From an optimization exercise on the open Yosys and OpenROAD flow, aimed at small area; shortcuts taken in it are not production practice. At most, simulation tests tie the RTL to the original design; equivalence was not proved. The RTL of runs 2 to 4 was laid out without a check of its function. The flow treats the clock pin as an ideal source, which a real chip does not have. Power figures rest on the tool's default switching activity, not on a simulated workload.

==> design/flow/design.v <==
module OnBoard(LEDR, HEX3, HEX2, HEX1, HEX0, SW, KEY, CLOCK_50);
	input [7:0] SW;
	input [2:0] KEY;
	input CLOCK_50;
	output [9:0] LEDR;
	output [6:0] HEX3, HEX2, HEX1, HEX0;
	localparam [3:0] RST=4'd0, SS=4'd1, SM=4'd2, SMIN=4'd3, MR0=4'd4, MR1=4'd5,
		RDY=4'd6, RT=4'd7, TMR=4'd8, TR=4'd9, FL=4'd10;
	reg [6:0] p;
	wire fb = ((p[0] & ~p[4]) ^ p[1]) ^ p[6];
	always @(posedge CLOCK_50)
		p <= KEY[0] ? {p[5:0], fb} : 7'd3;
	wire tick = ~p[0] & p[1] & p[2] & ~p[3] & ~p[6];
	wire tickL = ~p[0] & p[1] & ~p[3] & ~p[5] & ~p[6];
	reg [3:0] st;
	reg [3:0] d0, d2, d3;
	reg [2:0] d1;
	reg [3:0] o0, o2;
	reg [2:0] o1, o3;
	reg led;
	wire z0 = ~(d0[0] | d0[1] | d0[2] | d0[3]);
	wire b1 = z0 & ~(d1[0] | d1[1] | d1[2]);
	wire b2 = b1 & ~(d2[0] | d2[1] | d2[2] | d2[3]);
	wire zero = b2 & ~(d3[0] | d3[1] | d3[2] | d3[3]);
	always @(posedge CLOCK_50) begin
		case (st)
			SS: if (~KEY[1]) st <= SM;
			SM: if (KEY[1]) st <= SMIN;
			SMIN: if (~KEY[1]) st <= MR0;
			MR0: st <= KEY[1] ? RDY : MR1;
			MR1: if (KEY[1]) st <= RDY;
			RDY: if (~KEY[2]) st <= RT;
			RT: if (KEY[2]) st <= TMR;
			TMR: if (~KEY[2]) st <= TR; else if (zero) st <= FL;
			TR: if (KEY[2]) st <= RDY;
			FL: ;
			default: st <= SS;
		endcase
		if (!KEY[0]) st <= RST;
	end
	wire sRST = (st == RST);
	wire sSEC = (st == SS) | (st == SM);
	wire sMIN = (st == SMIN);
	wire sMR0 = (st == MR0);
	wire sMR1 = (st == MR1);
	wire sTMR = (st == TMR);
	wire sFL = (st == FL);
	wire [2:0] ct = (SW[7] | (SW[6] & SW[5])) ? 3'd5 : SW[6:4];
	wire [3:0] co = (SW[3] & (SW[2] | SW[1])) ? 4'd9 : SW[3:0];
	always @(posedge CLOCK_50)
		if ((tick & ~sMR1) | sMR0) begin
			o3 <= d3[2:0]; o2 <= d2; o1 <= d1; o0 <= d0;
		end
	wire ldo = (sMR0 & ~tick) | (sMR1 & tick);
	wire mr = sMR0 | sMR1;
	wire tdec = sTMR & tick;
	wire en0 = sRST | sSEC | ldo | tdec;
	wire en1 = sRST | sSEC | ldo | (tdec & z0);
	wire en2 = sRST | sMIN | ldo | (tdec & b1);
	wire en3 = sRST | sMIN | ldo | (tdec & b2);
	wire [3:0] n0 = {d0[0] ? d0[3] : ~(d0[1] | d0[2] | d0[3]),
	                 d0[0] ? d0[2] : ((d0[2] & d0[1]) | d0[3]),
	                 d0[0] ? d0[1] : (~d0[1] & (d0[2] | d0[3])),
	                 ~d0[0]};
	wire [2:0] n1 = {d1[0] ? d1[2] : ~(d1[1] | d1[2]),
	                 d1[0] ? d1[1] : d1[2],
	                 ~d1[0]};
	wire [3:0] n2 = {d2[0] ? d2[3] : ~(d2[1] | d2[2] | d2[3]),
	                 d2[0] ? d2[2] : ((d2[2] & d2[1]) | d2[3]),
	                 d2[0] ? d2[1] : (~d2[1] & (d2[2] | d2[3])),
	                 ~d2[0]};
	wire [3:0] n3 = d3 - 4'd1;
	wire sset = sSEC | sMIN;
	wire [2:0] cts = {3{sset}} & ct;
	wire [3:0] cos = {4{sset}} & co;
	always @(posedge CLOCK_50) begin
		if (en0) d0 <= ({4{mr}} & o0) | ({4{sTMR}} & n0) | cos;
		if (en1) d1 <= ({3{mr}} & o1) | ({3{sTMR}} & n1) | cts;
		if (en2) d2 <= ({4{mr}} & o2) | ({4{sTMR}} & n2) | cos;
		if (en3) d3 <= ({4{mr}} & {1'b0, o3}) | ({4{sTMR}} & n3) | {1'b0, cts};
	end
	always @(posedge CLOCK_50)
		if (tickL) led <= sFL & ~led;
	assign LEDR = {10{led}};
	assign HEX3 = seg16(d3);
	assign HEX2 = seg10(d2);
	assign HEX1 = seg6(d1);
	assign HEX0 = seg10(d0);
	function [6:0] seg16(input [3:0] n);
		seg16 =
			n == 4'd0 ? 7'b1000000 :
			n == 4'd1 ? 7'b1111001 :
			n == 4'd2 ? 7'b0100100 :
			n == 4'd3 ? 7'b0110000 :
			n == 4'd4 ? 7'b0011001 :
			n == 4'd5 ? 7'b0010010 :
			n == 4'd6 ? 7'b0000010 :
			n == 4'd7 ? 7'b1111000 :
			n == 4'd8 ? 7'b0000000 :
			n == 4'd9 ? 7'b0010000 :
			n == 4'd10 ? 7'b0010000 :
			n == 4'd11 ? 7'b0010000 :
			n == 4'd12 ? 7'b0010000 :
			n == 4'd13 ? 7'b0010000 :
			n == 4'd14 ? 7'b0010000 :
			7'b0010000;
	endfunction
	function [6:0] seg10(input [3:0] n);
		seg10 =
			n == 4'd0 ? 7'b1000000 :
			n == 4'd1 ? 7'b1111001 :
			n == 4'd2 ? 7'b0100100 :
			n == 4'd3 ? 7'b0110000 :
			n == 4'd4 ? 7'b0011001 :
			n == 4'd5 ? 7'b0010010 :
			n == 4'd6 ? 7'b0000010 :
			n == 4'd7 ? 7'b1111000 :
			n == 4'd8 ? 7'b0000000 :
			n == 4'd9 ? 7'b0010000 :
			n == 4'd10 ? 7'b0010000 :
			n == 4'd11 ? 7'b0010000 :
			n == 4'd12 ? 7'b0010000 :
			n == 4'd13 ? 7'b0010000 :
			n == 4'd14 ? 7'b0010000 :
			7'b0010000;
	endfunction
	function [6:0] seg6(input [2:0] n);
		seg6 =
			n == 3'd0 ? 7'b1000000 :
			n == 3'd1 ? 7'b1111001 :
			n == 3'd2 ? 7'b0100100 :
			n == 3'd3 ? 7'b0110000 :
			n == 3'd4 ? 7'b0011001 :
			n == 3'd5 ? 7'b0010010 :
			n == 3'd6 ? 7'b0010000 :
			7'b0010000;
	endfunction
endmodule
==> design/flow/flow/run.sh <==
#!/bin/bash
# Own layout flow: the standard ORFS flow (standard.sh) with these changes:
# - synthesis: flow/synth.tcl (synth_recipe.tcl with a stronger area script for abc),
# - one buf_1 per input/output port instead of the default port buffer,
# - combinational cells downsized to their smallest drive after floorplan (timing is loose),
# - CTS with small clock buffers and no dummy loads.
# Each step's full output goes to a log file in this folder; ORFS's own logs are under orfs/logs.
set -euo pipefail
HERE=$(pwd)
export FLOW_SYNTH_TCL="$HERE/synth_recipe.tcl"
export OWN_ABC_SCRIPT="$HERE/flow/abc_own.script"
export BUFFER_PORTS_ARGS="-buffer_cell sky130_fd_sc_hd__buf_1"
export POST_FLOORPLAN_TCL="$HERE/flow/downsize.tcl"
export CTS_ARGS="-sink_clustering_enable -repair_clock_nets -buf_list sky130_fd_sc_hd__clkbuf_4 -dont_use_dummy_load"
sed "s#SYNTH_SCRIPT=[^ ]*#SYNTH_SCRIPT=$HERE/flow/synth.tcl#" standard.sh > "$HERE/own.sh"
grep -q "SYNTH_SCRIPT=$HERE/flow/synth.tcl" "$HERE/own.sh"
bash "$HERE/own.sh" synth > "$HERE/log_synth.txt" 2>&1
bash "$HERE/own.sh" finish > "$HERE/log_layout.txt" 2>&1
==> design/flow/flow/abc_own.script <==
strash
&get -n
&deepsyn -T 20
&put
dch -f
map -a
==> design/flow/flow/downsize.tcl <==
# Swap every combinational cell to the smallest-area drive strength of the same function.
set db [ord::get_db]
set block [ord::get_db_block]
set n 0
foreach inst [$block getInsts] {
  set mname [[$inst getMaster] getName]
  if {![regexp {^(sky130_fd_sc_hd__[a-z0-9]+)_([0-9]+)$} $mname -> base drive]} { continue }
  if {[regexp {df|dl|tap|fill|decap|conb|clk} $base]} { continue }
  set best ""
  set barea 1e9
  foreach d {0 1 2 3 4 6 8 12 16} {
    set m [$db findMaster ${base}_$d]
    if {$m == "NULL"} { continue }
    if {[lsearch -exact $::env(DONT_USE_CELLS) ${base}_$d] >= 0} { continue }
    set a [expr {[$m getWidth] * [$m getHeight]}]
    if {$a < $barea} { set barea $a; set best ${base}_$d }
  }
  if {$best ne "" && $best ne $mname} {
    replace_cell [$inst getName] $best
    incr n
  }
}
puts "downsize: replaced $n cells"
==> design/flow/flow/synth.tcl <==
# The standard synthesis (synth_recipe.tcl, sourced unchanged), with one difference:
# the combinational mapping step (abc) runs flow/abc_own.script instead of ORFS's script.
# Flip-flops are mapped before abc, so the registers are the standard synthesis's.
proc abc {args} {
  set i [lsearch -exact $args -script]
  if {$i >= 0} { lset args [expr {$i + 1}] $::env(OWN_ABC_SCRIPT) }
  yosys abc {*}$args
}
source $::env(FLOW_SYNTH_TCL)
==> design/flow/standard.sh <==
#!/bin/bash
# synth_recipe.tcl (not shown) runs the flow's synth.tcl, then flattens the netlist and writes it again
# the make line also repeats each setting of config.mk as NAME=value (left out here)
make -C /OpenROAD-flow-scripts/flow DESIGN_CONFIG=/design/flow/config.mk WORK_HOME=/design/flow/orfs CLKGATE_MAP_FILE= SYNTH_SCRIPT=/design/flow/synth_recipe.tcl "${@:-finish}"
==> design/flow/config.mk <==
export PLATFORM = sky130hd
export DESIGN_NAME = OnBoard
export DESIGN_NICKNAME = OnBoard
export VERILOG_FILES = /design/flow/design.v
export SDC_FILE = /design/flow/constraint.sdc
export NUM_CORES = 4
export LEC_CHECK = 0
export ABC_AREA = 1
export CAP_MARGIN = 20
export CORE_MARGIN = 2
export CORE_UTILIZATION = 40
export SLEW_MARGIN = 20
==> design/flow/constraint.sdc <==
create_clock -name core_clock -period 25.0 [get_ports {CLOCK_50}]
set_input_delay 5.0000 -clock core_clock [delete_from_list [all_inputs] [get_ports {CLOCK_50}]]
set_output_delay 5.0000 -clock core_clock [all_outputs]
set_load 0.01 [all_outputs]
==> results of run 1 <==
==> registers in the layout, summed over array words and instances, names as in the netlist <==
name and flops:
o3 3, p 7, o1 3, d0 4, o2 4, st 4, o0 4, d3 4
led 1, d2 4, d1 3
==> cell usage after synthesis <==
master | instances | area share [%]
a31oi_1 | 2 | 0.57
o211ai_1 | 5 | 1.7
edfxtp_1 | 30 | 41
a311oi_1 | 1 | 0.40
o21bai_1 | 1 | 0.34
o32ai_1 | 1 | 0.40
buf_4 | 11 | 3.7
nor3_1 | 12 | 2.7
nand3b_1 | 1 | 0.34
a211oi_1 | 1 | 0.34
xnor2_1 | 1 | 0.40
nand2_1 | 40 | 6.8
a22oi_1 | 7 | 2.4
clkinv_1 | 40 | 6.8
a21oi_1 | 7 | 1.6
o22ai_1 | 1 | 0.28
nor2_1 | 48 | 8.1
nand3_1 | 15 | 3.4
ha_1 | 5 | 2.8
o31ai_1 | 4 | 1.4
o21ai_0 | 12 | 2.7
nor4_1 | 6 | 1.7
dfxtp_1 | 11 | 10
a211o_2 | 1 | 0.45
==> layer usage <==
metal | wire length, µm | vias up | GRT usage [%]
met3 | 171 | 9 | 2.529
met4 | 99 | 0 | 7.018
met5 | 0 | - | 0
met1 | 2288 | 891 | 22.66
met2 | 2281 | 40 | 27.84
li1 | - | 992 | -
==> kinds of logic after synthesis <==
| family | count (synthesis) | share of synthesized area, % |
|---|---|---|
| XOR/XNOR | 1 | 0.3960 |
| AO/OA/AOI/OAI | 43 | 12.50 |
| buffers and inverters | 51 | 10.52 |
| AND/OR/NAND/NOR | 122 | 23.08 |
| flip-flops | 41 | 50.68 |
| adder cells (fa/ha/maj) | 5 | 2.828 |
==> layout make-up <==
cell class / count / area [µm²] / area share, %
tap: 72 / 90.09 / 3.662
sequential: 41 / 1121 / 45.57
inverter: 40 / 150.1 / 6.104
clock buffer: 5 / 37.54 / 1.526
multi-input combinational: 171 / 862.1 / 35.05
timing repair buffer: 51 / 198.9 / 8.087
==> where the power goes <==
part | switching [mW] | internal (mW) | total [mW]
sequential | 0.0169 | 0.0931 | 0.110
combinational | 0.0625 | 0.0295 | 0.0920
clock | 0.0190 | 0.00941 | 0.0284
total | 0.0983 | 0.132 | 0.230
==> stage by stage <==
stage	area, µm²	cells	util (%)	hold slack (ns)	power [mW]
floorplan	2212	263	-	0.4026	0.1736
global placement	2417	375	44.44	0.4084	0.2027
detailed placement	2417	375	44.44	0.4171	0.2034
CTS	2455	380	45.13	0.4304	0.2316
global route	2460	380	45.23	0.4564	0.2515
finish	2460	380	45.23	0.4272	0.2304
==> worst max-delay path, stage by stage, from the launching register on <==
cell      delay [ns]
edfxtp_1        0.45
clkinv_1        0.15
ha_1            0.29
nor2_1          0.21
o31ai_1         0.10
nor2_1          0.13
nand2_1         0.08
o21ai_0         0.08
buf_1           0.16
==> worst paths after layout <==
path                            endpoint  cells past startpoint  slack (ns)
worst min-delay path                p[3]                      2        0.43
worst max-delay path             HEX3[6]                      8       18.00
worst max register to register     d3[0]                      7       22.35
worst min register to register      p[3]                      2        0.43
==> results.yml, run 1 <==
sta:
  hold_viol: 0
  relSlewSlack_pct: 42.90
  fin_crit_ns: 6.996
  skew_ns: 0.01168
  drv_slew: 0
  worst_slew_pin_slew_ns: 0.8534
  tns_ns: 0
  post-route-period-util_pct: 27.98
  finalSetupViolations: 0
  rsz0062_at_grt: "no"
  worst_slack_ns: 18.00
  fmax_mhz: 142.9
clocking:
  hold_buffers: 0
  cts_max_level: 2
  clk_pin_slew_ns: 0.11
  cts_setup_buffers: 0
  clock-root-buffer: "clkbuf_4"
  cts_sinks: 41
  cts_resized: 0
  clockBufferDepth: 2
  clkLatencyLatePin_ns: 0.35
  cts_made_buffers: 5
  cts_tree: "yes"
global_routing:
  antenna_found_initial: 0
  grt_overflow_total: 0
  grt_max_degree: 18
  grt_pass1_wl_um: 8280
  grt_pass1_vias: 1816
  grtUsageTotal_pct: 17.02
pwr:
  power.leakage_nw: 0.8766
  pwr_density_cell_nw_per_um2: 93.66
  vdd_drop_max_v: 0.00003826
placement:
  dp_hpwl_um: 3629
  dpl_worst_slack_ns: 18.37
  gp_congestion: 0.8318
  io_buffers: 49
synthesis:
  seq_area_frac_synth_pct: 50.68
  synth.distinct_cells: 24
  syn_inst: 263
  synth.cell_area_um2: 2212
  postSynthAreaPerCell_um2: 8.411
  syn_nets: 280
  ys_seq_elements: 41
  yosysWarnings: 1
floorplanning:
  start_util_pct: 40.67
  num_io_pins: 50
  dieWidth_um: 78.37
  dieArea_um2: 6141
  die_h_um: 78.37
  fp-row-count: 27
  coreArea_um2: 5439
job:
  drv_cap: 0
routing:
  wl_per_cell_um: 12.74
  dr.pass1.iters: 4
  wirelength_um: 4840
  drc: 0
  vias: 1932
  ant_nets: 0
  drt-initial-drc-count: 121
  avgViaCountPerCell: 5.084
critical_path:
  worstPathMaxFanout: 6
  critPathCaptureType: "output port"
  crit_start: "d3[0]"
  worstReg2RegStart: "st[3]"
  critPathLaunchType: "flop"
  critical_path_required_ns: 20.00
  crit_arrival_ns: 2.00
  crit_type: "flop to output port"
layout:
  mostFrequentLayoutCell: "buf_1"
  fill_cells: 549
  mostFrequentLayoutCells: "49 x buf_1, 48 x nor2_1, 40 x clkinv_1, 40 x nand2_1, 30 x edfxtp_1"
  n_antenna_cell: 0
  area_delta_synth_final_pct: 11.20
  layout.nets: 327
  drive_above_1_share_pct: 2.597
outcome:
  outcome: "timing/DRC/antenna clean"
hold_path:
  hp-start: "p[2]"
  min_path_type: "flop to flop"
==> run 2: changes to the inputs <==
--- a/design/flow/design.v
+++ b/design/flow/design.v
@@ -6,12 +6,15 @@
 	output [6:0] HEX3, HEX2, HEX1, HEX0;
 	localparam [3:0] RST=4'd0, SS=4'd1, SM=4'd2, SMIN=4'd3, MR0=4'd4, MR1=4'd5,
 		RDY=4'd6, RT=4'd7, TMR=4'd8, TR=4'd9, FL=4'd10;
-	reg [6:0] p;
-	wire fb = ((p[0] & ~p[4]) ^ p[1]) ^ p[6];
+	localparam [6:0] INV = 7'b0101010, RV = 7'b0000011;
+	wire k = KEY[0];
+	reg [6:0] q;
+	wire [6:0] s = q ^ INV;
+	wire fb = ((s[0] & ~s[4]) ^ s[1]) ^ s[6];
 	always @(posedge CLOCK_50)
-		p <= KEY[0] ? {p[5:0], fb} : 7'd3;
-	wire tick = ~p[0] & p[1] & p[2] & ~p[3] & ~p[6];
-	wire tickL = ~p[0] & p[1] & ~p[3] & ~p[5] & ~p[6];
+		q <= INV ^ (k ? {s[5:0], fb} : RV);
+	wire tick = ~s[0] & s[1] & s[2] & ~s[3] & ~s[6];
+	wire tickL = ~s[0] & s[1] & ~s[3] & ~s[5] & ~s[6];
 	reg [3:0] st;
 	reg [3:0] d0, d2, d3;
 	reg [2:0] d1;
@@ -45,19 +48,30 @@
 	wire sMR1 = (st == MR1);
 	wire sTMR = (st == TMR);
 	wire sFL = (st == FL);
-	wire [2:0] ct = (SW[7] | (SW[6] & SW[5])) ? 3'd5 : SW[6:4];
-	wire [3:0] co = (SW[3] & (SW[2] | SW[1])) ? 4'd9 : SW[3:0];
-	always @(posedge CLOCK_50)
-		if ((tick & ~sMR1) | sMR0) begin
-			o3 <= d3[2:0]; o2 <= d2; o1 <= d1; o0 <= d0;
-		end
+	wire sset = sSEC | sMIN;
+	wire gt5 = SW[7] | (SW[6] & SW[5]);
+	wire gt9 = SW[3] & (SW[2] | SW[1]);
+	wire [2:0] cts = {3{sset}} & {SW[6] | gt5, SW[5] & ~gt5, SW[4] | gt5};
+	wire [3:0] cos = {4{sset}} & {SW[3], SW[2] & ~SW[3], SW[1] & ~SW[3], SW[0] | gt9};
+	wire oen = (tick & ~sMR1) | sMR0;
+	always @(posedge CLOCK_50) begin
+		o0 <= ({4{oen}} & d0) | ({4{~oen}} & o0);
+		o1 <= ({3{oen}} & d1) | ({3{~oen}} & o1);
+		o2 <= ({4{oen}} & d2) | ({4{~oen}} & o2);
+		o3 <= ({3{oen}} & d3[2:0]) | ({3{~oen}} & o3);
+	end
 	wire ldo = (sMR0 & ~tick) | (sMR1 & tick);
-	wire mr = sMR0 | sMR1;
 	wire tdec = sTMR & tick;
-	wire en0 = sRST | sSEC | ldo | tdec;
-	wire en1 = sRST | sSEC | ldo | (tdec & z0);
-	wire en2 = sRST | sMIN | ldo | (tdec & b1);
-	wire en3 = sRST | sMIN | ldo | (tdec & b2);
+	wire ldc0 = sRST | sSEC;
+	wire ldc2 = sRST | sMIN;
+	wire ln0 = tdec;
+	wire ln1 = tdec & z0;
+	wire ln2 = tdec & b1;
+	wire ln3 = tdec & b2;
+	wire h0 = ~(ldo | ln0 | ldc0);
+	wire h1 = ~(ldo | ln1 | ldc0);
+	wire h2 = ~(ldo | ln2 | ldc2);
+	wire h3 = ~(ldo | ln3 | ldc2);
 	wire [3:0] n0 = {d0[0] ? d0[3] : ~(d0[1] | d0[2] | d0[3]),
 	                 d0[0] ? d0[2] : ((d0[2] & d0[1]) | d0[3]),
 	                 d0[0] ? d0[1] : (~d0[1] & (d0[2] | d0[3])),
@@ -69,18 +83,18 @@
 	                 d2[0] ? d2[2] : ((d2[2] & d2[1]) | d2[3]),
 	                 d2[0] ? d2[1] : (~d2[1] & (d2[2] | d2[3])),
 	                 ~d2[0]};
-	wire [3:0] n3 = d3 - 4'd1;
-	wire sset = sSEC | sMIN;
-	wire [2:0] cts = {3{sset}} & ct;
-	wire [3:0] cos = {4{sset}} & co;
+	wire [3:0] n3 = {d3[3] ^ ~(d3[2] | d3[1] | d3[0]),
+	                 d3[2] ^ ~(d3[1] | d3[0]),
+	                 d3[1] ^ ~d3[0],
+	                 ~d3[0]};
 	always @(posedge CLOCK_50) begin
-		if (en0) d0 <= ({4{mr}} & o0) | ({4{sTMR}} & n0) | cos;
-		if (en1) d1 <= ({3{mr}} & o1) | ({3{sTMR}} & n1) | cts;
-		if (en2) d2 <= ({4{mr}} & o2) | ({4{sTMR}} & n2) | cos;
-		if (en3) d3 <= ({4{mr}} & {1'b0, o3}) | ({4{sTMR}} & n3) | {1'b0, cts};
+		d0 <= ({4{h0}} & d0) | ({4{ldo}} & o0) | ({4{ln0}} & n0) | ({4{ldc0}} & cos);
+		d1 <= ({3{h1}} & d1) | ({3{ldo}} & o1) | ({3{ln1}} & n1) | ({3{ldc0}} & cts);
+		d2 <= ({4{h2}} & d2) | ({4{ldo}} & o2) | ({4{ln2}} & n2) | ({4{ldc2}} & cos);
+		d3 <= ({4{h3}} & d3) | ({4{ldo}} & {1'b0, o3}) | ({4{ln3}} & n3) | ({4{ldc2}} & {1'b0, cts});
 	end
 	always @(posedge CLOCK_50)
-		if (tickL) led <= sFL & ~led;
+		led <= (tickL & sFL & ~led) | (~tickL & led);
 	assign LEDR = {10{led}};
 	assign HEX3 = seg16(d3);
 	assign HEX2 = seg10(d2);
==> run 2 against run 1 <==
Sequential cell count unchanged. First-iteration DRC count up 12%. Non-clock buffer count down 2. Critical path type unchanged. Critical endpoint is now HEX3[3]. Wire length up 1.6%. Sequential share of layout area down 4.7 points. Via count up 4.0%. Clock-buffer cell count unchanged. Global-route usage up 0.44 points.
==> results.yml, run 2 <==
placement:
  gp_congestion: 0.7660
  place_inst: 380
  io_buffers: 49
  dp_hpwl_um: 3722
job:
  drv_cap: 0
sta:
  skew_ns: 0.02763
  post-route-period-util_pct: 28.12
  drv_slew: 0
  fin_crit_ns: 7.030
  finalSetupViolations: 0
  relSlewSlack_pct: 43.04
  hold_viol: 0
  tns_ns: 0
  worst_slew_pin_slew_ns: 0.8543
  fmax_mhz: 142.2
  rsz0062_at_grt: "no"
clocking:
  cts_max_level: 2
  cts_sinks: 41
  hold_buffers: 0
  cts_resized: 0
  clockBufferDepth: 2
  clock-root-buffer: "clkbuf_4"
  clk_pin_slew_ns: 0.11
  clkLatencyLatePin_ns: 0.35
  cts_setup_buffers: 0
  cts_tree: "yes"
  cts_made_buffers: 5
critical_path:
  r2r_slack_ns: 21.83
  crit_path_max_incr_delay_ns: 0.44
  crit_type: "flop to output port"
  r2r_cells: 11
  critical_path_required_ns: 20.00
  crit_start: "d3[0]"
  worstPathMaxFanout: 6
  crit_top_cell: "nor2_1"
  critPathLaunchType: "flop"
  worstReg2RegStart: "q[1]"
  r2r_end: "d1[0]"
  crit_arrival_ns: 2.03
  critPathCaptureType: "output port"
  path_cells: "clkinv_1, ha_1, nor2_1, o21ai_0, nor2_1, nand2_1, o31ai_1, buf_1"
  crit_slowest_cell: "dfxtp_1"
layout:
  mostFrequentLayoutCell: "buf_1"
  final-instance-count-excl-fill: 385
  mostFrequentLayoutCells: "49 x buf_1, 47 x nor2_1, 38 x clkinv_1"
  n_antenna_cell: 0
  fill_cells: 524
  seqCellArea_um2: 960.9
  utilization_pct: 46.01
  layout.nets: 334
  multi_input_area_um2: 937.1
  area_delta_synth_final_pct: 10.67
  drive_above_1_share_pct: 1.905
hold_path:
  hp-start: "q[2]"
  min_path_type: "flop to flop"
  whs_endpoint: "q[3]"
  whs_path_depth: 1
floorplanning:
  dieArea_um2: 5907
  start_util_pct: 41.57
  dieWidth_um: 76.86
  die_h_um: 76.86
  num_io_pins: 50
  coreArea_um2: 5107
  fp-row-count: 26
synthesis:
  seq_area_frac_synth_pct: 45.26
  ys_seq_elements: 41
  synth.largest_area_cell: "dfxtp_1"
  yosysMostFrequentCell: "nor2_1"
  synth_top_area_share_pct: 25.46
  syn_inst: 272
  synth.cell_area_um2: 2123
  synth_flop_cell: "dfxtp_1"
  postSynthAreaPerCell_um2: 7.806
  syn_nets: 289
  synth-edff-count: 14
  yosysWarnings: 1
  synth_common_cells: "47 x nor2_1, 38 x clkinv_1, 35 x nand2_1"
  synthTopCellsByArea: "dfxtp_1 25%, edfxtp_1 20%, nor2_1 8.3%"
  async_flop_share_pct: 0
  synth.distinct_cells: 30
global_routing:
  grtUsageTotal_pct: 17.46
  grt_overflow_total: 0
  antenna_found_initial: 0
  grt_pass1_wl_um: 8293
  grt_pass1_vias: 1805
  grt_max_degree: 18
routing:
  wl_per_cell_um: 12.77
  drc: 0
  dr.pass1.iters: 5
  ant_nets: 0
  avgViaCountPerCell: 5.221
  vias: 2010
  drt-initial-drc-count: 135
  wirelength_um: 4916
pwr:
  swShare_pct: 36.50
  vdd_drop_max_v: 0.00002649
  clockPowerShare_pct: 18.3
  combPwrFrac_pct: 29.0
  total_power_mw: 0.1580
  power.leakage_nw: 0.8305
  p_int_mw: 0.1003
  pwr_density_cell_nw_per_um2: 67.23
  p_switching_mw: 0.05766
  pwr-share-seq_pct: 52.7
outcome:
  outcome: "timing/DRC/antenna clean"
[run 2: power by group through the flow]
stage / Clock, mW / Combinational (mW) / Sequential (mW)
6_report: 0.0289 / 0.0458 / 0.0832
3_3_place_gp: 0 / 0.0459 / 0.0846
4_1_cts: 0.0301 / 0.0463 / 0.0832
5_1_grt: 0.0333 / 0.0518 / 0.0845
2_1_floorplan: 0 / 0.0385 / 0.0827
3_5_place_dp: 0 / 0.0461 / 0.0847
[run 2: worst max path at each step]
stage	end	depth (start not counted)
floorplan	HEX3[6]	7
global placement	HEX3[6]	8
detailed placement	HEX3[3]	8
CTS	HEX3[3]	8
global route	HEX3[3]	8
finish	HEX3[3]	8
[run 2: kinds of logic after synthesis]
group	synth area share, %
simple gates	26.46
buf+inv	10.61
compound gates	14.73
flops	45.26
fa+ha+maj	2.946
[run 2: routing by layer]
metal	vias up	track usage (%)	part of all wire, %	wire, µm
li1	1030	-	-	-
met1	916	22.92	48	2378
met2	60	28.60	46	2264
met3	4	4.000	4.9	243
met4	0	5.273	0.59	29
met5	-	0	0	0
[run 2: layout make-up]
cell class / count / area share (%)
Multi-Input combinational cell: 182 / 39.88
Clock buffer: 5 / 1.597
Timing Repair Buffer: 49 / 7.827
Inverter: 38 / 6.070
Sequential cell: 41 / 40.89
Tap cell: 70 / 3.727
[run 2: stage by stage]
| stage | setup WS [ns] | area (µm²) | hold slack, ns |
|---|---|---|---|
| finish | 17.97 | 2350 | 0.4065 |
| global route | 17.82 | 2350 | 0.4272 |
| CTS | 17.97 | 2350 | 0.4061 |
| detailed placement | 18.35 | 2312 | 0.3777 |
| global placement | 18.49 | 2312 | 0.3759 |
| floorplan | 18.56 | 2123 | 0.3580 |
[run 2: worst max-delay path: cells and delay by family (launching register included)]
| family | cells | cell delay [ns] |
|---|---|---|
| AO/OA/AOI/OAI | 2 | 0.23 |
| adder cells (fa/ha/maj) | 1 | 0.29 |
| buffers and inverters | 2 | 0.31 |
| flip-flops | 1 | 0.44 |
| AND/OR/NAND/NOR | 3 | 0.44 |
==> run 3: changes to the inputs <==
--- a/design/flow/flow/run.sh
+++ b/design/flow/flow/run.sh
@@ -11,7 +11,7 @@
 export OWN_ABC_SCRIPT="$HERE/flow/abc_own.script"
 export BUFFER_PORTS_ARGS="-buffer_cell sky130_fd_sc_hd__buf_1"
 export POST_FLOORPLAN_TCL="$HERE/flow/downsize.tcl"
-export CTS_ARGS="-sink_clustering_enable -repair_clock_nets -buf_list sky130_fd_sc_hd__clkbuf_4 -dont_use_dummy_load"
+export CTS_ARGS="-sink_clustering_enable -repair_clock_nets -buf_list sky130_fd_sc_hd__clkbuf_8 -sink_clustering_size 24 -dont_use_dummy_load"
 sed "s#SYNTH_SCRIPT=[^ ]*#SYNTH_SCRIPT=$HERE/flow/synth.tcl#" standard.sh > "$HERE/own.sh"
 grep -q "SYNTH_SCRIPT=$HERE/flow/synth.tcl" "$HERE/own.sh"
 bash "$HERE/own.sh" synth > "$HERE/log_synth.txt" 2>&1
==> run 3 against run 2 <==
Combinational power hardly changed. Register-to-register slack hardly changed. Wire length is 0.92% higher. Synthesized area stayed put. Critical path depth stayed put. Clock-buffer cell count stayed put. First-iteration DRC count is 7.4% higher. Maximum frequency is 0.88% higher. Synthesized cell count stayed put. Design area is 1.3% higher. Critical path type unchanged. Largest power group unchanged. Highest routed layer unchanged.
==> results.yml, run 3 <==
critical_path:
  critPathLaunchType: "flop"
  r2r_slack_ns: 21.83
  critPathCaptureType: "output port"
  crit_start: "d3[0]"
  worstPathMaxFanout: 6
  worstReg2RegStart: "q[1]"
  critical_path_required_ns: 20.00
  r2r_end: "d1[0]"
  crit_type: "flop to output port"
  crit_path_end: "HEX3[3]"
  r2r_cells: 11
  crit_arrival_ns: 1.97
global_routing:
  grt_overflow_total: 0
  antenna_found_initial: 0
  grt_pass1_vias: 1809
  grt_max_degree: 18
  grt_pass1_wl_um: 8342
  grtUsageTotal_pct: 17.61
routing:
  ant_nets: 0
  vias: 1969
  wirelength_um: 4961
  dr.pass1.iters: 4
  drt-initial-drc-count: 145
  drc: 0
  wl_per_cell_um: 12.89
  avgViaCountPerCell: 5.114
placement:
  dpl_worst_slack_ns: 18.35
  place_inst: 380
  io_buffers: 49
  dp_hpwl_um: 3722
  gp_congestion: 0.7660
sta:
  drv_slew: 0
  relSlewSlack_pct: 43.02
  rsz0062_at_grt: "no"
  fmax_mhz: 143.5
  hold_viol: 0
  finalSetupViolations: 0
  skew_ns: 0.01511
  tns_ns: 0
  worst_slew_pin_slew_ns: 0.8546
  post-route-period-util_pct: 27.88
  fin_crit_ns: 6.969
  worst_slack_ns: 18.03
pwr:
  total_power_mw: 0.1680
  pwr_density_cell_nw_per_um2: 70.58
  vdd_drop_max_v: 0.00002870
  power.leakage_nw: 0.8435
layout:
  mostFrequentLayoutCell: "buf_1"
  fill_cells: 519
  drive_above_1_share_pct: 1.905
  layout.nets: 334
  mostFrequentLayoutCells: "49 x buf_1, 47 x nor2_1, 38 x clkinv_1"
  n_antenna_cell: 0
  area_delta_synth_final_pct: 12.14
  final-instance-count-excl-fill: 385
synthesis:
  seq_area_frac_synth_pct: 45.26
  ys_seq_elements: 41
  synth_top_area_share_pct: 25.46
  syn_inst: 272
  synth.largest_area_cell: "dfxtp_1"
  async_flop_share_pct: 0
  syn_nets: 289
  synth-edff-count: 14
  synthTopCellsByArea: "dfxtp_1 25%, edfxtp_1 20%, nor2_1 8.3%"
  synth_common_cells: "47 x nor2_1, 38 x clkinv_1, 35 x nand2_1"
  synth.cell_area_um2: 2123
  postSynthAreaPerCell_um2: 7.806
  synth.distinct_cells: 30
  yosysWarnings: 1
  yosysMostFrequentCell: "nor2_1"
  synth_flop_cell: "dfxtp_1"
floorplanning:
  fp-row-count: 26
  dieArea_um2: 5907
  start_util_pct: 41.57
  num_io_pins: 50
  die_h_um: 76.86
  coreArea_um2: 5107
  dieWidth_um: 76.86
clocking:
  clockBufferDepth: 2
  clock-root-buffer: "clkbuf_8"
  cts_resized: 0
  clk_pin_slew_ns: 0.07
  cts_tree: "yes"
  cts_max_level: 2
  cts_made_buffers: 5
  hold_buffers: 0
  clkLatencyLatePin_ns: 0.30
  cts_setup_buffers: 0
  cts_sinks: 41
outcome:
  outcome: "timing/DRC/antenna clean"
job:
  drv_cap: 0
hold_path:
  min_path_type: "flop to flop"
==> run 3: where the power goes <==
part	switching, mW	total (mW)	leakage (nW)	internal (mW)
clock network	0.0209	0.0389	0.0359	0.0180
registers	0.00787	0.0833	0.353	0.0755
logic	0.0304	0.0458	0.454	0.0155
==> run 3: cell type report <==
type	instances	area (µm²)	area share [%]
Sequential cell	41	960.9	40.36
Multi-Input combinational cell	182	937.1	39.36
Clock buffer	5	68.82	2.890
Inverter	38	142.6	5.991
Tap cell	70	87.58	3.678
Timing Repair Buffer	49	183.9	7.725
==> run 3: cell families (layout without fill, tap and decap cells) <==
group                    count (synthesis)  count (layout)  share of synthesized area [%]
adder cells (fa/ha/maj)                  5               5                          2.946
flip-flops                              41              41                          45.26
buffers and inverters                   49              92                          10.61
AND/OR/NAND/NOR                        129             129                          26.46
AO/OA/AOI/OAI                           48              48                          14.73
==> run 3: worst min path at each step <==
stage	from	endpoint	slack, ns	cells past startpoint
5_1_grt	q[2]	q[3]	0.42	1
3_3_place_gp	q[2]	q[3]	0.38	1
3_5_place_dp	q[2]	q[3]	0.38	1
4_1_cts	q[2]	q[3]	0.40	1
6_report	q[2]	q[3]	0.40	1
2_1_floorplan	q[2]	q[3]	0.36	1
==> run 3: stage by stage <==
stage	utilization [%]	area [µm²]	hold slack (ns)
floorplan	-	2123	0.3580
global placement	45.27	2312	0.3759
detailed placement	45.27	2312	0.3777
CTS	46.62	2381	0.3956
global route	46.62	2381	0.4164
finish	46.62	2381	0.3965
==> run 3: worst max-delay path, cell delays in order (launching register included) <==
cell and delay (ns):
dfxtp_1 0.43, clkinv_1 0.14, ha_1 0.29, nor2_1 0.21
o21ai_0 0.14, nor2_1 0.14, nand2_1 0.08, o31ai_1 0.07
buf_1 0.17
==> run 3: per-layer routing <==
metal / track usage [%] / wire, µm
met1: 23.15 / 2405
met2: 28.60 / 2291
met3: 4.353 / 205
met4: 5.273 / 60
met5: 0 / 0
==> run 4: changes to the inputs <==
--- a/design/flow/flow/run.sh
+++ b/design/flow/flow/run.sh
@@ -11,7 +11,7 @@
 export OWN_ABC_SCRIPT="$HERE/flow/abc_own.script"
 export BUFFER_PORTS_ARGS="-buffer_cell sky130_fd_sc_hd__buf_1"
 export POST_FLOORPLAN_TCL="$HERE/flow/downsize.tcl"
-export CTS_ARGS="-sink_clustering_enable -repair_clock_nets -buf_list sky130_fd_sc_hd__clkbuf_8 -sink_clustering_size 24 -dont_use_dummy_load"
+export CTS_ARGS="-sink_clustering_enable -repair_clock_nets -buf_list \"sky130_fd_sc_hd__clkbuf_2 sky130_fd_sc_hd__clkbuf_4 sky130_fd_sc_hd__clkbuf_8\" -dont_use_dummy_load"
 sed "s#SYNTH_SCRIPT=[^ ]*#SYNTH_SCRIPT=$HERE/flow/synth.tcl#" standard.sh > "$HERE/own.sh"
 grep -q "SYNTH_SCRIPT=$HERE/flow/synth.tcl" "$HERE/own.sh"
 bash "$HERE/own.sh" synth > "$HERE/log_synth.txt" 2>&1
==> run 4 against run 3 <==
Design area unchanged. Setup slack unchanged. Wire length is the same. Non-clock buffer count is the same. Clock-buffer cell count unchanged. Combinational power is essentially flat. Sequential share of layout area did not move. Total power unchanged. Die area is the same. Cell count is the same. Via count unchanged. Highest routed layer unchanged.
==> results.yml, run 4 <==
synthesis:
  synth_top_area_share_pct: 25.46
  synth.distinct_cells: 30
  yosysMostFrequentCell: "nor2_1"
  synth_compound_area_share_pct: 14.73
  postSynthAreaPerCell_um2: 7.806
  synth.area.mux_share_pct: 0
  syn_nets: 289
  synth_xor_area_share_pct: 0
  synth.cell_area_um2: 2123
  synth_flop_cell: "dfxtp_1"
  synth_common_cells: "47 x nor2_1, 38 x clkinv_1, 35 x nand2_1"
  syn_inst: 272
  synth_top_family_by_area: "simple AND/OR/NAND/NOR gates"
  ys_seq_elements: 41
  synth.largest_area_cell: "dfxtp_1"
  synth-edff-count: 14
  async_flop_share_pct: 0
  seq_area_frac_synth_pct: 45.26
  synthSimpleGateAreaFrac_pct: 26.46
  synthAdderAreaFrac_pct: 2.946
  synthTopCellsByArea: "dfxtp_1 25%, edfxtp_1 20%, nor2_1 8.3%"
  yosysWarnings: 1
routing:
  wl_per_cell_um: 12.89
  avgViaCountPerCell: 5.114
  wirelength_um: 4961
  ant_nets: 0
  vias: 1969
  dr.pass1.iters: 4
  drt-initial-drc-count: 145
  drc: 0
clocking:
  clk_pin_slew_ns: 0.07
  clkLatencyLatePin_ns: 0.30
  cts_tree: "yes"
  cts_resized: 0
  clock-root-buffer: "clkbuf_8"
  cts_made_buffers: 5
  cts_max_level: 2
  hold_buffers: 0
  cts_setup_buffers: 0
  clockBufferDepth: 2
  cts_sinks: 41
layout:
  n_antenna_cell: 0
  mostFrequentLayoutCells: "49 x buf_1, 47 x nor2_1, 38 x clkinv_1"
  layout.nets: 334
  fill_cells: 519
  multi_input_area_um2: 937.1
  area_delta_synth_final_pct: 12.14
  drive_above_1_share_pct: 1.905
  design_area_um2: 2381
  mostFrequentLayoutCell: "buf_1"
  seqCellArea_um2: 960.9
pwr:
  clockPowerShare_pct: 23.1
  combPwrFrac_pct: 27.3
  p_switching_mw: 0.05913
  power.leakage_nw: 0.8435
  total_power_mw: 0.1680
  vdd_drop_max_v: 0.00002870
  swShare_pct: 35.19
  pwr_density_cell_nw_per_um2: 70.58
  pwr-share-seq_pct: 49.6
  p_int_mw: 0.1089
sta:
  relSlewSlack_pct: 43.02
  drv_slew: 0
  tns_ns: 0
  rsz0062_at_grt: "no"
  fin_crit_ns: 6.969
  finalSetupViolations: 0
  hold_viol: 0
  post-route-period-util_pct: 27.88
  fmax_mhz: 143.5
  skew_ns: 0.01511
  worst_slew_pin_slew_ns: 0.8546
floorplanning:
  num_io_pins: 50
  dieArea_um2: 5907
  die_h_um: 76.86
  dieWidth_um: 76.86
  fp-row-count: 26
  start_util_pct: 41.57
  coreArea_um2: 5107
critical_path:
  r2r_cells: 11
  r2r_slack_ns: 21.83
  critPathLaunchType: "flop"
  worstReg2RegStart: "q[1]"
  r2r_end: "d1[0]"
  crit_type: "flop to output port"
  worstPathMaxFanout: 6
  critPathCaptureType: "output port"
  critical_path_required_ns: 20.00
  crit_arrival_ns: 1.97
placement:
  dpl_cell_area_um2: 2312
  dp_hpwl_um: 3722
  gp_congestion: 0.7660
  io_buffers: 49
outcome:
  outcome: "timing/DRC/antenna clean"
job:
  drv_cap: 0
global_routing:
  grt_overflow_total: 0
  grt_max_degree: 18
  grt_pass1_wl_um: 8342
  grtUsageTotal_pct: 17.61
  grt_pass1_vias: 1809
  antenna_found_initial: 0
hold_path:
  hp-start: "q[2]"
  whs_path_depth: 1
  whs_endpoint: "q[3]"
  min_path_type: "flop to flop"
-- run 4: cell counts in the layout (fill, tap and decap cells not counted) --
No cell type changed its count.
-- run 4: per-layer routing --
layer  vias to the layer above  part of all wire, %  routed length, µm  GRT usage [%]
met5                         -                    0                  0              0
met4                         0                  1.2                 60          5.273
met3                         5                  4.1                205          4.353
met2                        40                   46               2291          28.60
met1                       899                   48               2405          23.15
li1                       1025                    -                  -              -
-- run 4: worst max-delay path: stages (launching register included) --
cell	delay [ns]
dfxtp_1	0.43
clkinv_1	0.14
ha_1	0.29
nor2_1	0.21
o21ai_0	0.14
nor2_1	0.14
nand2_1	0.08
o31ai_1	0.07
buf_1	0.17
-- run 4: stage by stage --
| stage | util [%] | worst slack, ns | hold WS, ns | std cells |
|---|---|---|---|---|
| finish | 46.62 | 18.03 | 0.3965 | 385 |
| CTS | 46.62 | 18.03 | 0.3956 | 385 |
| detailed placement | 45.27 | 18.35 | 0.3777 | 380 |
| floorplan | - | 18.56 | 0.3580 | 272 |
| global placement | 45.27 | 18.49 | 0.3759 | 380 |
| global route | 46.62 | 17.89 | 0.4164 | 385 |
-- run 4: power groups by stage --
stage	logic (mW)	registers [mW]	clock network [mW]
2_1_floorplan	0.0385	0.0827	0
6_report	0.0458	0.0833	0.0389
3_3_place_gp	0.0459	0.0846	0
3_5_place_dp	0.0461	0.0847	0
5_1_grt	0.0518	0.0845	0.0432
4_1_cts	0.0463	0.0832	0.0397
-- run 4: logic make-up (layout without fill, tap and decap cells) --
kind of cell | after synthesis | count (layout)
AND/OR/NAND/NOR | 129 | 129
AO/OA/AOI/OAI | 48 | 48
buffers and inverters | 49 | 92
adder cells (fa/ha/maj) | 5 | 5
flip-flops | 41 | 41
-- run 4: how the worst max path moves through the flow --
stage          start       to  slack (ns)  cells past startpoint
6_report       d3[0]  HEX3[3]       18.03                      8
5_1_grt        d3[1]  HEX3[3]       17.89                      8
4_1_cts        d3[0]  HEX3[3]       18.03                      8
3_5_place_dp   d3[0]  HEX3[3]       18.35                      8
3_3_place_gp   d3[0]  HEX3[6]       18.49                      8
2_1_floorplan  d3[0]  HEX3[6]       18.56                      7
-- run 4: area by class of cell --
class / count / share of cell area [%]
clock buffer: 5 / 2.890
inverter: 38 / 5.991
multi-input combinational: 182 / 39.36
sequential: 41 / 40.36
tap: 70 / 3.678
timing repair buffer: 49 / 7.725
==> run 5: changes to the inputs <==
--- a/design/flow/design.v
+++ b/design/flow/design.v
@@ -4,8 +4,8 @@
 	input CLOCK_50;
 	output [9:0] LEDR;
 	output [6:0] HEX3, HEX2, HEX1, HEX0;
-	localparam [3:0] RST=4'd0, SS=4'd1, SM=4'd2, SMIN=4'd3, MR0=4'd4, MR1=4'd5,
-		RDY=4'd6, RT=4'd7, TMR=4'd8, TR=4'd9, FL=4'd10;
+	localparam [3:0] RST=4'd10, SS=4'd9, SM=4'd15, SMIN=4'd14, MR0=4'd0, MR1=4'd8,
+		RDY=4'd5, RT=4'd7, TMR=4'd1, TR=4'd3, FL=4'd12;
 	localparam [6:0] INV = 7'b0101010, RV = 7'b0000011;
 	wire k = KEY[0];
 	reg [6:0] q;
@@ -54,12 +54,10 @@
 	wire [2:0] cts = {3{sset}} & {SW[6] | gt5, SW[5] & ~gt5, SW[4] | gt5};
 	wire [3:0] cos = {4{sset}} & {SW[3], SW[2] & ~SW[3], SW[1] & ~SW[3], SW[0] | gt9};
 	wire oen = (tick & ~sMR1) | sMR0;
-	always @(posedge CLOCK_50) begin
-		o0 <= ({4{oen}} & d0) | ({4{~oen}} & o0);
-		o1 <= ({3{oen}} & d1) | ({3{~oen}} & o1);
-		o2 <= ({4{oen}} & d2) | ({4{~oen}} & o2);
-		o3 <= ({3{oen}} & d3[2:0]) | ({3{~oen}} & o3);
-	end
+	always @(posedge CLOCK_50)
+		if (oen) begin
+			o3 <= d3[2:0]; o2 <= d2; o1 <= d1; o0 <= d0;
+		end
 	wire ldo = (sMR0 & ~tick) | (sMR1 & tick);
 	wire tdec = sTMR & tick;
 	wire ldc0 = sRST | sSEC;
--- a/design/flow/flow/run.sh
+++ b/design/flow/flow/run.sh
@@ -11,7 +11,7 @@
 export OWN_ABC_SCRIPT="$HERE/flow/abc_own.script"
 export BUFFER_PORTS_ARGS="-buffer_cell sky130_fd_sc_hd__buf_1"
 export POST_FLOORPLAN_TCL="$HERE/flow/downsize.tcl"
-export CTS_ARGS="-sink_clustering_enable -repair_clock_nets -buf_list \"sky130_fd_sc_hd__clkbuf_2 sky130_fd_sc_hd__clkbuf_4 sky130_fd_sc_hd__clkbuf_8\" -dont_use_dummy_load"
+export CTS_ARGS="-sink_clustering_enable -repair_clock_nets -buf_list sky130_fd_sc_hd__clkbuf_4 -dont_use_dummy_load"
 sed "s#SYNTH_SCRIPT=[^ ]*#SYNTH_SCRIPT=$HERE/flow/synth.tcl#" standard.sh > "$HERE/own.sh"
 grep -q "SYNTH_SCRIPT=$HERE/flow/synth.tcl" "$HERE/own.sh"
 bash "$HERE/own.sh" synth > "$HERE/log_synth.txt" 2>&1
==> design/flow/flow/abc_own.script (replaced) <==
strash
&get -n
&deepsyn -T 20
&put
dch -f
&get -n
&nf -R 1000
&put
==> design/flow/flow/synth.tcl (replaced) <==
# The standard synthesis (synth_recipe.tcl, sourced unchanged), with two differences:
# the combinational mapping step (abc) runs flow/abc_own.script instead of ORFS's script.
# Yosys's half/full-adder extraction is skipped (abc maps that logic instead).
# Flip-flops are mapped before abc, so the registers are the standard synthesis's.
proc abc {args} {
  set i [lsearch -exact $args -script]
  if {$i >= 0} { lset args [expr {$i + 1}] $::env(OWN_ABC_SCRIPT) }
  yosys abc {*}$args
}
proc extract_fa {args} {}
source $::env(FLOW_SYNTH_TCL)
--- a/design/flow/config.mk
+++ b/design/flow/config.mk
@@ -8,5 +8,5 @@
 export ABC_AREA = 1
 export CAP_MARGIN = 20
 export CORE_MARGIN = 2
-export CORE_UTILIZATION = 40
+export CORE_UTILIZATION = 75
 export SLEW_MARGIN = 20
==> run 5 against run 4 <==
Still clean on timing, DRC and antenna. Synthesized area shrank 3.4%. Total power grew 56%. First-iteration DRC count grew 9.7%. Sequential cell count is the same. Non-clock buffer count grew 2. Cell count shrank 22%. Critical path type unchanged.
==> results.yml, run 5 <==
synthesis:
  synth.distinct_cells: 42
  ys_seq_elements: 41
  synthAdderAreaFrac_pct: 0
  yosysMostFrequentCell: "nor2_1"
  synth_flop_cell: "dfxtp_1"
  postSynthAreaPerCell_um2: 9.040
  synth_top_family_by_area: "simple AND/OR/NAND/NOR gates"
  synth_compound_area_share_pct: 15.18
  syn_inst: 227
  synth_top_area_share_pct: 26.34
  yosysWarnings: 1
  synth.cell_area_um2: 2052
  synth.largest_area_cell: "dfxtp_1"
  seq_area_frac_synth_pct: 46.83
  synth_xor_area_share_pct: 2.134
  synth_common_cells: "33 x nor2_1, 27 x dfxtp_1, 26 x nand2_1"
  synth-edff-count: 14
  async_flop_share_pct: 0
  synthSimpleGateAreaFrac_pct: 29.57
  synthTopCellsByArea: "dfxtp_1 26%, edfxtp_1 20%, nor2_1 6.0%"
  syn_nets: 239
  synth.area.mux_share_pct: 1.524
pwr:
  power.leakage_nw: 0.8456
  p_int_mw: 0.1451
  swShare_pct: 44.79
  vdd_drop_max_v: 0.0001117
  clockPowerShare_pct: 11.1
  pwr-share-seq_pct: 42.7
  combPwrFrac_pct: 46.2
  p_switching_mw: 0.1177
  pwr_density_cell_nw_per_um2: 117.2
clocking:
  clockBufferDepth: 2
  clkLatencyLatePin_ns: 0.35
  cts_max_level: 2
  cts_resized: 0
  cts_made_buffers: 5
  cts_sinks: 41
  cts_tree: "yes"
  cts_setup_buffers: 0
  clock-root-buffer: "clkbuf_4"
  clk_pin_slew_ns: 0.10
  hold_buffers: 0
layout:
  design_area_um2: 2243
  seqCellArea_um2: 960.9
  multi_input_area_um2: 993.5
  largest_register_ffs: 7
  fill_cells: 142
  utilization_pct: 88.15
  mostFrequentLayoutCells: "49 x buf_1, 33 x nor2_1, 27 x dfxtp_1"
  layout.nets: 286
  drive_above_1_share_pct: 2.574
  area_delta_synth_final_pct: 9.329
  top_register: "q"
  mostFrequentLayoutCell: "buf_1"
  n_antenna_cell: 0
global_routing:
  grtUsageMet2_pct: 47.06
  grtUsageTotal_pct: 31.18
  grt_pass1_vias: 1664
  grt_pass1_wl_um: 7769
  met1_usage_pct: 43.78
  grt_max_degree: 16
  gr-max-usage-layer: "met2"
  grt_overflow_total: 0
  antenna_found_initial: 0
  met3_usage_pct: 6.912
sta:
  worst_slew_pin_slew_ns: 0.6601
  rsz0062_at_grt: "no"
  fin_crit_ns: 6.640
  post-route-period-util_pct: 26.56
  tns_ns: 0
  fmax_mhz: 150.6
  finalSetupViolations: 0
  drv_slew: 0
  hold_viol: 0
  skew_ns: 0.004591
  relSlewSlack_pct: 55.90
routing:
  drt-initial-drc-count: 159
  dr.pass1.iters: 6
  wl_per_cell_um: 15.23
  vias: 1910
  drc: 0
  avgViaCountPerCell: 6.325
  ant_nets: 0
  wirelength_um: 4599
floorplanning:
  dieWidth_um: 56.31
  dieArea_um2: 3170
  start_util_pct: 80.63
  num_io_pins: 50
  die_h_um: 56.31
  coreArea_um2: 2545
  fp-row-count: 18
hold_path:
  hp-start: "q[2]"
  whs_endpoint: "q[3]"
  whs_path_depth: 1
  min_path_type: "flop to flop"
placement:
  dp_hpwl_um: 3310
  dpl_cell_area_um2: 2206
  gp_congestion: 0.8475
  io_buffers: 49
critical_path:
  path_delay_family: "flip-flops"
  path_cells: "xnor2_1, a22o_1, nor2b_1, buf_1"
  path_buf_inv: 1
  critPathLaunchType: "flop"
  worstReg2RegStart: "q[1]"
  crit_arrival_ns: 1.64
  crit_type: "flop to output port"
  r2r_cells: 13
  worstPathMaxFanout: 10
  crit_path_max_incr_delay_ns: 0.54
  r2r_slack_ns: 22.20
  crit_slowest_cell: "dfxtp_1"
  critPathCaptureType: "output port"
  r2r_end: "d3[3]"
  critical_path_required_ns: 20.00
job:
  drv_cap: 0
outcome:
  outcome: "timing/DRC/antenna clean"
[run 5: area by class of cell]
type	instances	area share, %
well taps	30	1.673
repair buffers	51	8.868
flip-flops and latches	41	42.83
inverters	4	0.6693
clock buffers	5	1.673
multi-input cells	171	44.28
[run 5: power groups by stage]
stage / clock, mW / sequential (mW) / combinational (mW)
floorplan: 0 / 0.107 / 0.0896
global placement: 0 / 0.112 / 0.116
detailed placement: 0 / 0.113 / 0.120
CTS: 0.0296 / 0.111 / 0.121
global route: 0.0315 / 0.116 / 0.135
finish: 0.0292 / 0.112 / 0.121
[run 5: per-layer routing]
layer	part of all wire, %	vias up
met5	0	-
met4	2.0	0
met3	11	14
met2	46	127
met1	40	850
li1	-	919
[run 5: how the worst max path moves through the flow]
stage	startpoint	to	slack (ns)	depth (start not counted)
4_1_cts	d0[0]	HEX0[0]	18.37	4
5_1_grt	d2[1]	HEX2[0]	18.21	5
3_3_place_gp	d0[0]	HEX0[0]	18.84	4
2_1_floorplan	d0[0]	HEX0[0]	18.91	3
6_report	d0[0]	HEX0[0]	18.36	4
3_5_place_dp	d0[0]	HEX0[0]	18.77	4
[run 5: kinds of logic after synthesis]
group	count (synthesis)
simple gates	124
buf+inv	15
mux	3
compound gates	39
flops	41
xor+xnor	5
[run 5: metrics by stage]
stage	cells	setup slack [ns]	power, mW	hold WS (ns)
6_report	302	18.36	0.2628	0.3979
5_1_grt	302	18.21	0.2824	0.4289
4_1_cts	302	18.37	0.2618	0.4012
3_5_place_dp	297	18.77	0.2324	0.3683
3_3_place_gp	297	18.84	0.2284	0.3650
2_1_floorplan	227	18.91	0.1962	0.3582
==> run 6: changes to the inputs <==
--- a/design/flow/flow/run.sh
+++ b/design/flow/flow/run.sh
@@ -3,7 +3,7 @@
 # - synthesis: flow/synth.tcl (synth_recipe.tcl with a stronger area script for abc),
 # - one buf_1 per input/output port instead of the default port buffer,
 # - combinational cells downsized to their smallest drive after floorplan (timing is loose),
-# - CTS with small clock buffers and no dummy loads.
+# - CTS with small clock buffers and no dummy loads; buffers driving 11+ sinks are upsized.
 # Each step's full output goes to a log file in this folder; ORFS's own logs are under orfs/logs.
 set -euo pipefail
 HERE=$(pwd)
@@ -11,6 +11,7 @@
 export OWN_ABC_SCRIPT="$HERE/flow/abc_own.script"
 export BUFFER_PORTS_ARGS="-buffer_cell sky130_fd_sc_hd__buf_1"
 export POST_FLOORPLAN_TCL="$HERE/flow/downsize.tcl"
+export POST_CTS_TCL="$HERE/flow/post_cts.tcl"
 export CTS_ARGS="-sink_clustering_enable -repair_clock_nets -buf_list sky130_fd_sc_hd__clkbuf_4 -dont_use_dummy_load"
 sed "s#SYNTH_SCRIPT=[^ ]*#SYNTH_SCRIPT=$HERE/flow/synth.tcl#" standard.sh > "$HERE/own.sh"
 grep -q "SYNTH_SCRIPT=$HERE/flow/synth.tcl" "$HERE/own.sh"
==> design/flow/flow/post_cts.tcl (new file) <==
set block [ord::get_db_block]
set n 0
foreach inst [$block getInsts] {
  if {[[$inst getMaster] getName] ne "sky130_fd_sc_hd__clkbuf_4"} { continue }
  set net [[$inst findITerm X] getNet]
  if {$net == "NULL"} { continue }
  set fo 0
  foreach it [$net getITerms] { if {[$it isInputSignal]} { incr fo } }
  if {$fo >= 11} {
    replace_cell [$inst getName] sky130_fd_sc_hd__clkbuf_8
    incr n
  }
}
puts "post_cts: upsized $n clock buffers"
if {$n > 0} {
  detailed_placement
  check_placement -verbose
}
==> run 6 against run 5 <==
Still clean. Setup slack got worse by 0.0095 ns. Clock-buffer cell count unchanged. Via count up 0.37%. Worst hold slack worse by 0.0034 ns. Synthesized area unchanged. Non-clock buffer count unchanged. Sequential share of layout area fell by 0.12 points. Die area did not move. Critical endpoint unchanged.
==> results.yml, run 6 <==
outcome:
  outcome: "timing/DRC/antenna clean"
layout:
  largest_register_ffs: 7
  utilization_pct: 88.40
  mostFrequentLayoutCell: "buf_1"
  n_antenna_cell: 0
  layout.nets: 286
  mostFrequentLayoutCells: "49 x buf_1, 33 x nor2_1, 27 x dfxtp_1"
  top_register: "q"
  area_delta_synth_final_pct: 9.634
  drive_above_1_share_pct: 2.574
critical_path:
  r2r_end: "d3[3]"
  critPathLaunchType: "flop"
  path_buf_inv: 1
  worstPathMaxFanout: 10
  r2r_slack_ns: 22.21
  critical_path_required_ns: 20.00
  r2r_cells: 13
  path_delay_family: "flip-flops"
  path_cells: "xnor2_1, a22o_1, nor2b_1, buf_1"
  worstReg2RegStart: "q[1]"
  crit_slowest_cell: "dfxtp_1"
  crit_arrival_ns: 1.65
  critPathCaptureType: "output port"
  crit_type: "flop to output port"
  crit_path_max_incr_delay_ns: 0.55
synthesis:
  syn_inst: 227
  synth.distinct_cells: 42
  synth.largest_area_cell: "dfxtp_1"
  synth.cell_area_um2: 2052
  synth_flop_cell: "dfxtp_1"
  synth_common_cells: "33 x nor2_1, 27 x dfxtp_1, 26 x nand2_1"
  seq_area_frac_synth_pct: 46.83
  yosysMostFrequentCell: "nor2_1"
  yosysWarnings: 1
  async_flop_share_pct: 0
  ys_seq_elements: 41
  synth-edff-count: 14
  postSynthAreaPerCell_um2: 9.040
  syn_nets: 239
  synthTopCellsByArea: "dfxtp_1 26%, edfxtp_1 20%, nor2_1 6.0%"
  synth_top_area_share_pct: 26.34
placement:
  dpl_worst_slack_ns: 18.77
  io_buffers: 49
  gp_congestion: 0.8475
  dp_hpwl_um: 3310
sta:
  fmax_mhz: 150.4
  fin_crit_ns: 6.650
  relSlewSlack_pct: 57.01
  timing.hold.ws_ns: 0.3945
  worst_slew_pin_slew_ns: 0.6435
  worst_slack_ns: 18.35
  skew_ns: 0.03396
  finalSetupViolations: 0
  drv_slew: 0
  hold_viol: 0
  post-route-period-util_pct: 26.60
  tns_ns: 0
  rsz0062_at_grt: "no"
routing:
  wirelength_um: 4625
  dr.pass1.iters: 5
  wl_per_cell_um: 15.31
  drc: 0
  avgViaCountPerCell: 6.348
  drt-initial-drc-count: 196
  ant_nets: 0
  vias: 1917
global_routing:
  grt_overflow_total: 0
  antenna_found_initial: 0
  grtUsageTotal_pct: 31.43
  grt_pass1_vias: 1678
  grt_max_degree: 16
  grt_pass1_wl_um: 7852
hold_path:
  hp-start: "q[2]"
  whs_path_depth: 1
  min_path_type: "flop to flop"
  whs_endpoint: "q[3]"
clocking:
  cts_tree: "yes"
  clk_pin_slew_ns: 0.10
  cts_sinks: 41
  clkLatencyLatePin_ns: 0.35
floorplanning:
  coreArea_um2: 2545
  die_h_um: 56.31
  start_util_pct: 80.63
  num_io_pins: 50
  dieWidth_um: 56.31
  fp-row-count: 18
  dieArea_um2: 3170
pwr:
  power.leakage_nw: 0.8482
  vdd_drop_max_v: 0.0001121
  pwr_density_cell_nw_per_um2: 117.7
job:
  drv_cap: 0
## run 6: cell count changes in the layout (fill, tap and decap cells not counted)
cell and delta:
clkbuf_8 +1, clkbuf_4 -1
## run 6: worst max-delay path by stage
stage	from	end	cells after the start
after floorplan	d0[0]	HEX0[0]	3
after global placement	d0[0]	HEX0[0]	4
after detailed placement	d0[0]	HEX0[0]	4
after global routing	d2[1]	HEX2[0]	5
final	d0[0]	HEX0[0]	4
## run 6: logic make-up (layout without fill, tap and decap cells)
group | after synthesis | count (layout) | share of synthesized area (%)
flip-flops | 41 | 41 | 46.83
AND/OR/NAND/NOR | 124 | 124 | 29.57
XOR/XNOR | 5 | 5 | 2.134
buffers and inverters | 15 | 60 | 4.756
AO/OA/AOI/OAI | 39 | 39 | 15.18
multiplexers | 3 | 3 | 1.524
## run 6: layout make-up
class                           count  area (µm²)
Clock buffer                        5       43.79
Fill cell                         140       295.3
Inverter                            4       15.01
Multi-Input combinational cell    171       993.5
Sequential cell                    41       960.9
Tap cell                           30       37.54
Timing Repair Buffer               51       198.9
## run 6: report_power, final
group,internal [mW],switching (mW)
Sequential,0.0870,0.0255
Clock,0.0111,0.0201
Combinational,0.0487,0.0724
## run 6: per-layer routing
metal	vias up	global-route usage, %	wire length (µm)
li1	919	-	-
met1	863	43.78	1896
met2	118	48.40	2171
met3	17	6.912	448
met4	0	11.22	108
met5	-	0	0
## run 6: per-stage QoR
step	power [mW]	cells	instance area (µm²)
floorplan	0.1962	227	2052
global placement	0.2284	297	2206
detailed placement	0.2324	297	2206
global route	0.2845	302	2250
finish	0.2648	302	2250
==> run 7: changes to the inputs <==
--- a/design/flow/design.v
+++ b/design/flow/design.v
@@ -4,8 +4,8 @@
 	input CLOCK_50;
 	output [9:0] LEDR;
 	output [6:0] HEX3, HEX2, HEX1, HEX0;
-	localparam [3:0] RST=4'd10, SS=4'd9, SM=4'd15, SMIN=4'd14, MR0=4'd0, MR1=4'd8,
-		RDY=4'd5, RT=4'd7, TMR=4'd1, TR=4'd3, FL=4'd12;
+	localparam [3:0] RST=4'd3, SS=4'd7, SM=4'd5, SMIN=4'd6, MR0=4'd9, MR1=4'd11,
+		RDY=4'd12, RT=4'd4, TMR=4'd14, TR=4'd15, FL=4'd13;
 	localparam [6:0] INV = 7'b0101010, RV = 7'b0000011;
 	wire k = KEY[0];
 	reg [6:0] q;
--- a/design/flow/flow/run.sh
+++ b/design/flow/flow/run.sh
@@ -1,6 +1,6 @@
 #!/bin/bash
 # Own layout flow: the standard ORFS flow (standard.sh) with these changes:
-# - synthesis: flow/synth.tcl (synth_recipe.tcl with a stronger area script for abc),
+# - synthesis: flow/synth.tcl (synth_recipe.tcl with a stronger area script for abc and no adder extraction),
 # - one buf_1 per input/output port instead of the default port buffer,
 # - combinational cells downsized to their smallest drive after floorplan (timing is loose),
 # - CTS with small clock buffers and no dummy loads; buffers driving 11+ sinks are upsized.
--- a/design/flow/config.mk
+++ b/design/flow/config.mk
@@ -8,5 +8,6 @@
 export ABC_AREA = 1
 export CAP_MARGIN = 20
 export CORE_MARGIN = 2
-export CORE_UTILIZATION = 75
+export CORE_UTILIZATION = 40
+export GPL_TIMING_DRIVEN = 0
 export SLEW_MARGIN = 20
==> run 7 against run 6 <==
Cell count is 16% higher. Synthesized area shrank 1.9%. Still clean on timing, DRC and antenna. Non-clock buffer count is 10 higher. Synthesized cell count increased by 0.88%. Clock power shrank 6%. Total power fell by 39%. Wire length fell by 3.5%. Die area up 77%. Critical endpoint is now HEX2[5]. Clock skew down 0.00077 ns. Global-route usage fell by 14 points. Critical path type unchanged. Largest power group is now sequential cells. Via count shrank 6.4%.
==> results.yml, run 7 <==
floorplanning:
  fp-row-count: 25
  start_util_pct: 42.07
  dieArea_um2: 5617
  die_h_um: 74.95
  coreArea_um2: 4786
  num_io_pins: 50
  dieWidth_um: 74.95
sta:
  rsz0062_at_grt: "no"
  finalSetupViolations: 0
  post-route-period-util_pct: 27.44
  worst_slew_pin_slew_ns: 0.8750
  tns_ns: 0
  skew_ns: 0.03319
  hold_viol: 0
  drv_slew: 0
  worst_slack_ns: 18.14
  fmax_mhz: 145.8
  relSlewSlack_pct: 41.39
  fin_crit_ns: 6.861
placement:
  dp_hpwl_um: 3396
  dpl_cell_area_um2: 2258
  place_inst: 346
  dpl_worst_slack_ns: 18.52
  gp_congestion: 0.7742
  io_buffers: 49
synthesis:
  ys_seq_elements: 41
  synth.cell_area_um2: 2013
  synth_top_area_share_pct: 26.85
  async_flop_share_pct: 0
  postSynthAreaPerCell_um2: 8.791
  synth_flop_cell: "dfxtp_1"
  synth.distinct_cells: 40
  seq_area_frac_synth_pct: 47.73
  yosysWarnings: 1
  syn_nets: 241
  yosysMostFrequentCell: "nand2_1"
  syn_inst: 229
  synthTopCellsByArea: "dfxtp_1 27%, edfxtp_1 21%, nand2_1 5.8%"
  synth_common_cells: "31 x nand2_1, 27 x dfxtp_1, 25 x nor2_1"
  synth-edff-count: 14
  synth.largest_area_cell: "dfxtp_1"
outcome:
  outcome: "timing/DRC/antenna clean"
clocking:
  cts_sinks: 41
  cts_tree: "yes"
  clkLatencyLatePin_ns: 0.34
  clk_pin_slew_ns: 0.10
critical_path:
  crit_slowest_cell: "dfxtp_1"
  path_delay_family: "simple AND/OR/NAND/NOR gates"
  path_buf_inv: 1
  worstPathMaxFanout: 9
  crit_arrival_ns: 1.86
  critical_path_required_ns: 20.00
  crit_path_max_incr_delay_ns: 0.53
  critPathCaptureType: "output port"
  path_cells: "nor2_1, nor2b_1, nand3_1, o31ai_1, nor3b_1, nor3_1, buf_1"
  crit_type: "flop to output port"
  critPathLaunchType: "flop"
routing:
  wirelength_um: 4464
  vias: 1795
  avgViaCountPerCell: 5.114
  wl_per_cell_um: 12.72
  dr.pass1.iters: 4
  drt-initial-drc-count: 131
  ant_nets: 0
  drc: 0
hold_path:
  min_path_type: "flop to flop"
global_routing:
  grt_pass1_wl_um: 7314
  antenna_found_initial: 0
  grt_pass1_vias: 1515
  grt_max_degree: 16
  grtUsageTotal_pct: 17.46
  grt_overflow_total: 0
pwr:
  pwr-share-seq_pct: 53.6
  p_int_mw: 0.1053
  vdd_drop_max_v: 0.00004046
  power.leakage_nw: 0.8052
  pwr_density_cell_nw_per_um2: 70.01
  p_switching_mw: 0.05587
  clockPowerShare_pct: 18.3
  swShare_pct: 34.67
  combPwrFrac_pct: 28.1
layout:
  mostFrequentLayoutCells: "60 x buf_1, 31 x nand2_1, 27 x dfxtp_1"
  top_register: "q"
  layout.nets: 298
  largest_register_ffs: 7
  area_delta_synth_final_pct: 14.36
  final-instance-count-excl-fill: 351
  mostFrequentLayoutCell: "buf_1"
  n_antenna_cell: 0
  utilization_pct: 48.10
  design_area_um2: 2302
  drive_above_1_share_pct: 2.817
job:
  drv_cap: 0
==> run 7: kinds of logic after synthesis <==
kind of cell	share of synthesized area [%]
AOI/OAI and AO/OA	14.23
and+or+nand+nor	31.01
DFF	47.73
muxes	0.4972
xor gates and xnor gates	1.305
buffers and inverters	5.221
==> run 7: final timing paths <==
check	start	slack, ns	end	cells past startpoint
setup / recovery	d2[3]	18.14	HEX2[5]	7
hold / removal	q[2]	0.39	q[3]	1
setup reg to reg	q[1]	21.45	d3[3]	13
hold reg to reg	q[2]	0.39	q[3]	1
==> run 7: metrics by stage <==
stage | hold WS [ns] | power [mW]
after floorplan | 0.3582 | 0.1169
after global placement | 0.3672 | 0.1328
after detailed placement | 0.3717 | 0.1334
after global routing | 0.4112 | 0.1737
final | 0.3903 | 0.1612
==> run 7: cell type report <==
type / count / area, µm²
fill: 473 / 2484
sequential: 41 / 960.9
multi-input combinational: 171 / 954.7
timing repair buffer: 50 / 195.2
tap: 67 / 83.83
clock buffer: 5 / 43.79
buffer: 11 / 41.29
inverter: 6 / 22.52
==> run 7: layer usage <==
layer / wire (µm) / global-route usage [%]
met4: 27 / 4.762
met5: 0 / 0
met3: 225 / 4.418
met1: 2226 / 24.75
met2: 1985 / 26.61
==> run 7: power by group through the flow <==
stage / clock network [mW] / logic (mW) / registers [mW]
final: 0.0294 / 0.0453 / 0.0864
after global routing: 0.0337 / 0.0520 / 0.0880
after detailed placement: 0 / 0.0455 / 0.0879
after global placement: 0 / 0.0449 / 0.0879
after floorplan: 0 / 0.0319 / 0.0850

Re-timed with assumed drivers on the ports (clkbuf_16 on the clock, buf_2 on other inputs), run 7 has 18.115 ns of setup slack against 18.139 ns with ideal ports, and 18.459 ns once port delays also move by the mid clock arrival of 0.344 ns.
